This is an optimization exercise on Yosys and OpenROAD, whose aim is small area, a short achievable clock period and few clock cycles per item, not a production implementation.
In this exercise RTL edits were held to simulation tests only and were not proved equivalent to the original.
Power figures rest on the tool's default switching activity, not on a simulated workload.

==> flow/design.v <==
`timescale 1ns / 1ps
module mul(
    input clk_i,
    input rst_i,
    input [7:0] a_bi,
    input [7:0] b_bi,
    input start_i, 
    output busy_o,
    output reg [15:0] y_bo 
);
    localparam IDLE = 1'b0;
    localparam WORK = 1'b1;
    reg [3:0] ctr;
    wire [3:0] end_step;
    wire [7:0] part_sum;
    wire [15:0] shifted_part_sum;
    reg [7:0] a, b;
    reg [15:0] part_res;
    reg state;
    reg state_next;
    assign part_sum = a & {8{b[ctr]}};
    assign shifted_part_sum = part_sum << ctr;
    assign end_step = (ctr == 3'd7);  
    assign busy_o = state;
    always @(posedge clk_i)
        if (rst_i) begin
            state <= IDLE;
        end else begin
            state <= state_next;
        end
    always @* begin
        case(state)
            IDLE: state_next = (start_i) ? WORK : IDLE; 
            WORK: state_next = (end_step) ? IDLE : WORK;
        endcase
    end
    always @(posedge clk_i)
        if (rst_i) begin
            ctr <= 0;
            part_res <= 0;
            y_bo <= 0;
        end else begin
            case (state)
                IDLE:
                    if (start_i) begin
                        a <= a_bi;
                        b <= b_bi;
                        ctr <= 0;
                        part_res <= 0;
                    end
                WORK:
                    begin
                        if (end_step) begin 
                            y_bo <= part_res + shifted_part_sum;
                        end
                        part_res <= part_res + shifted_part_sum;
                        ctr <= ctr + 1;
                    end
            endcase 
        end
endmodule
`timescale 1ns / 1ps
module sqrt(
    input clk_i,
    input rst_i,
    input [7:0] x_bi,
    input start_i, 
    output busy_o,
    output reg [7:0] y_bo 
);
    localparam IDLE = 2'b00;
    localparam WORK = 2'b01;
    localparam WORK2 = 2'b10;
    localparam WORK3 = 2'b11;
    localparam START = 6'd6;
    localparam END = 6'd0;
    reg [7:0] x;
    reg [7:0] m;
    reg [7:0] y;
    reg [7:0] b;
    wire end_step;
    reg [1:0] state;
    reg [1:0] state_next;
    assign end_step = (m == END);
    assign busy_o = (state != IDLE);
     always @(posedge clk_i)
        if (rst_i) begin
            state <= IDLE;
        end else begin
            state <= state_next;
        end
    always @* begin
        case(state)
            IDLE: state_next = (start_i) ? WORK : IDLE; 
            WORK: state_next = (end_step) ? IDLE : WORK2;
            WORK2: state_next = WORK3;
            WORK3: state_next = WORK;
        endcase
    end
    always @(posedge clk_i)
        if (rst_i) begin
           m <= 1 << START;
           y <= 0;
           y_bo <= 0;
        end else begin
            case(state)
                IDLE:
                    if (start_i) begin
                        m <= 1 << START;
                        x <= x_bi;
                        y <= 0;
                    end
                WORK:
                    begin
                        if (end_step) begin
                            y_bo <= y;
                        end
                        b <= y | m;
                    end  
                WORK2:
                    begin
                        y <= y >> 1;
                    end
                WORK3:
                    begin
                        if (x >= b) begin
                             x <= x - b;
                             y <= y | m;
                        end
                        m <= m >> 2;
                    end
            endcase 
    end
endmodule
`timescale 1ns / 1ps
module cube (
    input clk_i,
    input rst_i,
    input [7:0] x_bi,
    input start_i, 
    output busy_o,
    output reg [7:0] y_bo 
);
    localparam IDLE = 3'b000;
    localparam STATE1 = 3'b001;
    localparam STATE2 = 3'b010;
    localparam STATE3 = 3'b011;
    localparam STATE4 = 3'b100;
    localparam STATE5 = 3'b101;
    localparam STATE6 = 3'b110;
    localparam START = 6'sd6;
    localparam END = -(6'sd3);
    reg [7:0] x;
    wire [15:0] b;
    reg [5:0] s;
    reg [7:0] y;
    wire end_step;
    reg [2:0] state;
    reg [2:0] state_next;
    assign end_step = (s == END);
    assign busy_o = (state != IDLE);
    reg [7:0] mul_a; 
    reg [7:0] mul_b;
    wire [15:0] mul_out;
    reg mul_start;
    wire mul_busy;
    mul mul_t (
        .clk_i(clk_i),
        .rst_i(rst_i),
        .a_bi(mul_a), 
        .b_bi(mul_b),
        .start_i(mul_start),
        .busy_o(mul_busy),
        .y_bo(mul_out)
    );
    assign b = (mul_out + 16'd1) << s[2:0];
always @(posedge clk_i)
    if (rst_i) begin
        state <= IDLE;
    end else begin
        state <= state_next;
    end
always @* begin
    case(state) 
        IDLE: state_next = (start_i) ? STATE1 : IDLE;
        STATE1: state_next = (end_step) ? IDLE : STATE2;
        STATE2: state_next = STATE3;
        STATE3: state_next = mul_busy ? STATE3 : STATE4;
        STATE4: state_next = STATE5;
        STATE5: state_next = mul_busy ? STATE5 : STATE6;
        STATE6: state_next = STATE1;
        default: state_next = IDLE;
    endcase
end  
always @(posedge clk_i)
    if (rst_i) begin
       s <= START;
       y <= 0;
       y_bo <= 0;
       x <= x_bi;
       mul_start <= 1'b0;
    end else begin
        case(state)
            IDLE: 
                begin
                    if (start_i) begin
                        x <= x_bi;
                        s <= START;
                        y <= 0;
                    end
                end
            STATE1:
                begin
                    if (!end_step) begin
                        mul_a <= 3;
                        mul_b <= y << 1;
                        mul_start <= 1'b1;
                        y <= y << 1;
                    end else begin
                        y_bo <= y;
                    end
                end
            STATE2:
                begin
                    mul_start <= 1'b0;
                end
            STATE3:
                begin
                    if (!mul_busy) begin
                        mul_a <= mul_out[7:0];
                        mul_b <= y + 1;
                        mul_start <= 1'b1;
                    end
                end
            STATE4:
                begin
                    mul_start <= 1'b0;
                end
            STATE5:
                begin
                    if (!mul_busy) begin
                        if ({8'd0, x} >= b) begin
                            x <= x - b[7:0];
                            y <= y + 1;
                        end
                        s <= s - 3;
                    end
                end
            STATE6:
                begin
                end
        endcase 
    end
endmodule
`timescale 1ns / 1ps
module fun(
    input clk_i,
    input rst_i,
    input start_i,
    input [7:0] a_bi,
    input [7:0] b_bi,
    output busy_o,
    output reg [7:0] y_bo
);
    localparam IDLE = 3'b000;
    localparam CUBE_ON = 3'b001;
    localparam CUBE_WORK = 3'b010;
    localparam SQRT_ON = 3'b011;
    localparam SQRT_WORK = 3'b100;
    reg [2:0] state;
    reg [2:0] state_next;
    reg [7:0] a;
    reg [7:0] b;
    wire [7:0] plus_bo; 
    wire [7:0] sqrt_bo;
    wire busy;
    reg cube_start;
    wire cube_busy;
    wire [7:0] cube_bo;
    cube cub_sqrt_t(
        .clk_i(clk_i),
        .rst_i(rst_i),
        .x_bi(b),
        .start_i(cube_start),
        .busy_o(cube_busy),
        .y_bo(cube_bo)
    );
    reg sqrt_start;
    wire sqrt_busy;
    sqrt sqrt_t(
        .clk_i(clk_i),
        .rst_i(rst_i),
        .x_bi(plus_bo),
        .start_i(sqrt_start),
        .busy_o(sqrt_busy),
        .y_bo(sqrt_bo)
    );
    assign busy_o = (state != IDLE);
    assign plus_bo = a + cube_bo;
always @(posedge clk_i)
    if (rst_i) begin
        state <= IDLE;
    end else begin
        state <= state_next;
    end 
always @* begin 
    case(state)
        IDLE: state_next <= (start_i) ? CUBE_ON : IDLE;
        SQRT_WORK: state_next <= (sqrt_busy) ? SQRT_WORK : IDLE;
        SQRT_ON: state_next <= SQRT_WORK;
        CUBE_WORK: state_next <= (cube_busy) ? CUBE_WORK : SQRT_ON;
        CUBE_ON: state_next <= CUBE_WORK;
        default: state_next <= IDLE;
    endcase
end
always @(posedge clk_i)
        if (rst_i) begin
            y_bo <= 0;
            cube_start <= 1'b0;
            sqrt_start <= 1'b0;
        end else begin
            case (state)
                IDLE:
                    begin
                        if (start_i) begin
                            a <= a_bi;
                            b <= b_bi;
                            cube_start <= 1'b1;
                        end
                    end
                SQRT_WORK:
                    begin
                        sqrt_start <= 1'b0;
                        if (!sqrt_busy) begin
                            y_bo <= sqrt_bo;
                        end
                    end   
                CUBE_WORK:
                    begin
                        cube_start <= 1'b0;
                        if (!cube_busy) begin
                            sqrt_start <= 1'b1;
                        end
                    end
            endcase
        end
endmodule
==> flow/run.sh <==
#!/bin/bash
# synth_recipe.tcl (not shown) runs the flow's synth.tcl, then flattens the netlist and writes it again
# the make line also repeats each setting of config.mk as NAME=value (left out here)
make -C /OpenROAD-flow-scripts/flow DESIGN_CONFIG=/design/flow/config.mk WORK_HOME=/design/flow/orfs CLKGATE_MAP_FILE= SYNTH_SCRIPT=/design/flow/synth_recipe.tcl finish
==> flow/config.mk <==
export PLATFORM = sky130hd
export DESIGN_NAME = fun
export DESIGN_NICKNAME = fun
export VERILOG_FILES = /design/flow/design.v
export SDC_FILE = /design/flow/constraint.sdc
export NUM_CORES = 4
export LEC_CHECK = 0
export CAP_MARGIN = 20
export CORE_MARGIN = 2
export CORE_UTILIZATION = 40
export SLEW_MARGIN = 20
==> flow/constraint.sdc <==
create_clock -name core_clock -period 5.0 [get_ports {clk_i}]
set_input_delay 1.0000 -clock core_clock [delete_from_list [all_inputs] [get_ports {clk_i}]]
set_output_delay 1.0000 -clock core_clock [all_outputs]
set_load 0.01 [all_outputs]
==> run notes <==
Synthesized Nets=1108; total of fill cells in the finished design=2284; CTS tree=done; count of flip-flops with a built-in enable after synthesis=slightly above 70; clock skew after layout=9.526 ps; yosys warns=4; First DRT Iteration DRCs=568; cell taking the most area after synthesis=edfxtp_1; total via count after detailed routing=7357; chip height=158.2 um; Final Non-Filler Cells=1370; kind of start point of the critical path=register; clock insertion delay at the later pin of the skew report=440 ps; growth of design area from synthesis to finish=11.58%; pwr/cell area=317.8 nW/um2; setup slack after placement=approximately 840 ps; max-cap viol count=0; Unique masters post-synth=78; arrival time of data at the critical path endpoint=approximately 4500 ps; CTS resizes=0; number of vias per cell=5.370; effective utilization at floorplan=0.4062; Setup Fix Bufs, Post-CTS=0; floorplan row count=56; area of the core=23400 um2; registers with the highest flip-flop counts=cub_sqrt_t.mul_t.part_res (16), cub_sqrt_t.mul_t.y_bo (16); met2 wire len=9409 um; fin. max-slew vios=0; final routed DRC violation total=0; Post-layout nets=around 1100; fraction of final layout cells sized beyond drive strength 1=0.08278; highest signal layer in the routed design=met4; Post-Syn Area per Cell=a little over 9 um2; required arrival time at the worst endpoint=5330 ps; hold-fix buffers at CTS=0; final antenna diode count=0; length of routed wiring on met1=10500 um; DR WL/cell=15.35 um; die area=25020 um2; final worst path period share=0.8420; Critical Setup Path Class=reg2reg; flop and latch count out of synthesis=166; number of buffers inserted by port buffering=26; flip-flop cell with the highest count after synthesis=dfxtp_1; Syn Inst Count=1043; Yosys top cell area share=0.2243; number of global-route vias before repair=~6800; category of the worst setup path capture point=register; final total negative setup slack=0 ps; async set-reset flop share out of synthesis=0; setup ws final=790.2 ps; Max transition margin=0.2084; status=finished clean; die width=about 160 um; 1st-pass router iterations=4; crit path time final=4210 ps; leftover overflow at the end of global routing=0; largest cells by area after synthesis=edfxtp_1 (22%), dfxtp_1 (20%), ha_1 (5.5%), nor2_1 (4.6%), a21oi_1 (4.5%); Hold Fails Final Rpt=0; worst vdd rail ir drop=roughly 0.2 mV; total track usage=0.1757; dpl cells=1338; count of nets left with antenna violations after detail routing=0; critical path peak fanout=11; cell area after technology mapping=9507 um2; P_leak=4.153 nW; Clock Sink Count=166; worst hold path class=reg2reg; number of levels the H-tree was split into=4; setup violators final=0; number of buffers on the longest clock path=2; sum of routed wire length over all layers=21030 um; max frequency=237.5 MHz; clock root buffer master=clkbuf_16; actual slew at the worst max-slew pin=~1200 ps; CTS clk-pin slew, worst paths=70 ps; I/O Pins=28; placed wire-length estimate=15150 um; setup repair after global routing missed its margin=no; final weighted congestion in routability-driven placement=0.8581; global-route wire length before repair=roughly 35000 um; overall power of the completed layout=3.371 mW; number of buffers created by CTS=17; met3 wire length=740 um; post-layout util=0.4533; sequential cell area fraction in the yosys report=0.4243; initial antenna violation count=0; pin count of the biggest net entering global routing=34
-- power by group --
| part | switching [mW] | internal [mW] |
|---|---|---|
| Sequential | 0.0582 | 1.48 |
| Clock | 0.665 | 0.691 |
| Combinational | 0.294 | 0.181 |
-- layout by cell type, fill, tap and decap left out, types with 24 or more instances in the layout --
| master | n |
|---|---|
| inv_1 | 45 |
| ha_1 | 42 |
| nand3_1 | 28 |
| o21ai_0 | 39 |
| nor2_1 | 116 |
| clkdlybuf4s50_1 | 25 |
| mux2i_1 | 41 |
| xnor2_1 | 28 |
| dfxtp_1 | 95 |
| a21oi_1 | 85 |
| nor3_1 | 24 |
| edfxtp_1 | 71 |
| nand2_1 | 113 |
-- cell usage after synthesis (all sizes together), types with 30 or more instances --
| cell | count |
|---|---|
| inv | 45 |
| edfxtp | 71 |
| nand3 | 30 |
| o21ai | 39 |
| mux2i | 41 |
| nor2 | 118 |
| clkbuf | 41 |
| a21oi | 85 |
| nand2 | 113 |
| ha | 42 |
| dfxtp | 95 |
-- layout make-up --
class,instances,area [um2],area share
inverters,45,168.9,0.01592
well taps,319,399.1,0.03763
multi-input cells,769,5039,0.4750
repair buffers,39,352.8,0.03326
flip-flops and latches,166,4034,0.3803
clock buffers,17,425.4,0.04010
clock inverters,15,188.9,0.01781
-- worst max-delay path, cell delays in order, from the launching register on --
cell	delay (ps)
dfxtp_1	430
buf_4	230
mux4_2	340
mux2_2	330
and4_1	240
nor3b_1	150
ha_1	250
fa_1	410
a21o_1	170
a21oi_1	210
o21ai_0	180
a21oi_1	210
a311oi_1	170
a31o_2	310
nor4b_1	140
a311o_1	340
-- per-layer routing --
| metal | track usage | up-vias |
|---|---|---|
| li1 | - | 3747 |
| met1 | 0.2544 | 3452 |
| met2 | 0.2671 | 132 |
| met3 | 0.02710 | 26 |
| met4 | 0.05963 | 0 |
| met5 | 0 | - |
-- stage by stage --
stage	area, um2	hold WS (ps)
3_5_place_dp	9987	409.0
3_3_place_gp	9985	401.7
4_1_cts	10600	422.0
6_report	10610	421.1
5_1_grt	10610	430.4
2_1_floorplan	9507	400.3
-- cell families after synthesis --
family | count (synthesis) | share of synthesized area
AOI/OAI and AO/OA | 247 | 0.1735
xor gates and xnor gates | 41 | 0.03777
adders and majority gates | 46 | 0.06370
buffers and inverters | 108 | 0.04764
DFF | 166 | 0.4243
muxes | 50 | 0.05620
other | 1 | 0.0003945
and+or+nand+nor | 384 | 0.1965
-- worst paths after layout --
check | slack (ps) | startpoint | endpoint | cells after the start
max | 790 | cub_sqrt_t.mul_t.ctr[1]$_SDFFE_PP0P_ | cub_sqrt_t.mul_t.y_bo[14]$_SDFFE_PP0P_ | 15
min | 420 | cub_sqrt_t.mul_b[1]$_DFFE_PP_ | cub_sqrt_t.mul_t.b[1]$_DFFE_PP_ | 0
max reg2reg | 790 | cub_sqrt_t.mul_t.ctr[1]$_SDFFE_PP0P_ | cub_sqrt_t.mul_t.y_bo[14]$_SDFFE_PP0P_ | 15
min reg2reg | 420 | cub_sqrt_t.mul_b[1]$_DFFE_PP_ | cub_sqrt_t.mul_t.b[1]$_DFFE_PP_ | 0
Testbench counts, summed over its fixed seeds: cycles 136,000, items 1,600.

[what the ideal ports hide]
No port has a modelled driver above. Below, the same layout with a new extraction and two added sets of constraints. Step 1 assumes that a clkbuf_16 drives the clock port and a buf_2 every other input. Step 2, shift: input delay + t, output delay - t, t = (earliest + latest rising clock arrival at the registers) / 2. This alone moves slack from input paths to output paths. Three values: ideal, step 1, step 2; two values: the first two.
t (ns): 0.479
setup slack, ns: 0.790 / 0.790 / 0.790
hold WS [ns]: 0.421 / 0.421 / 0.421
worst setup path after step 2: register to register
pins driven straight from the clock port: 1
After both steps this run still meets setup and hold. For this run, drivers alone change the setup slack by 0.000 ns; drivers and shift together by 0.000 ns.
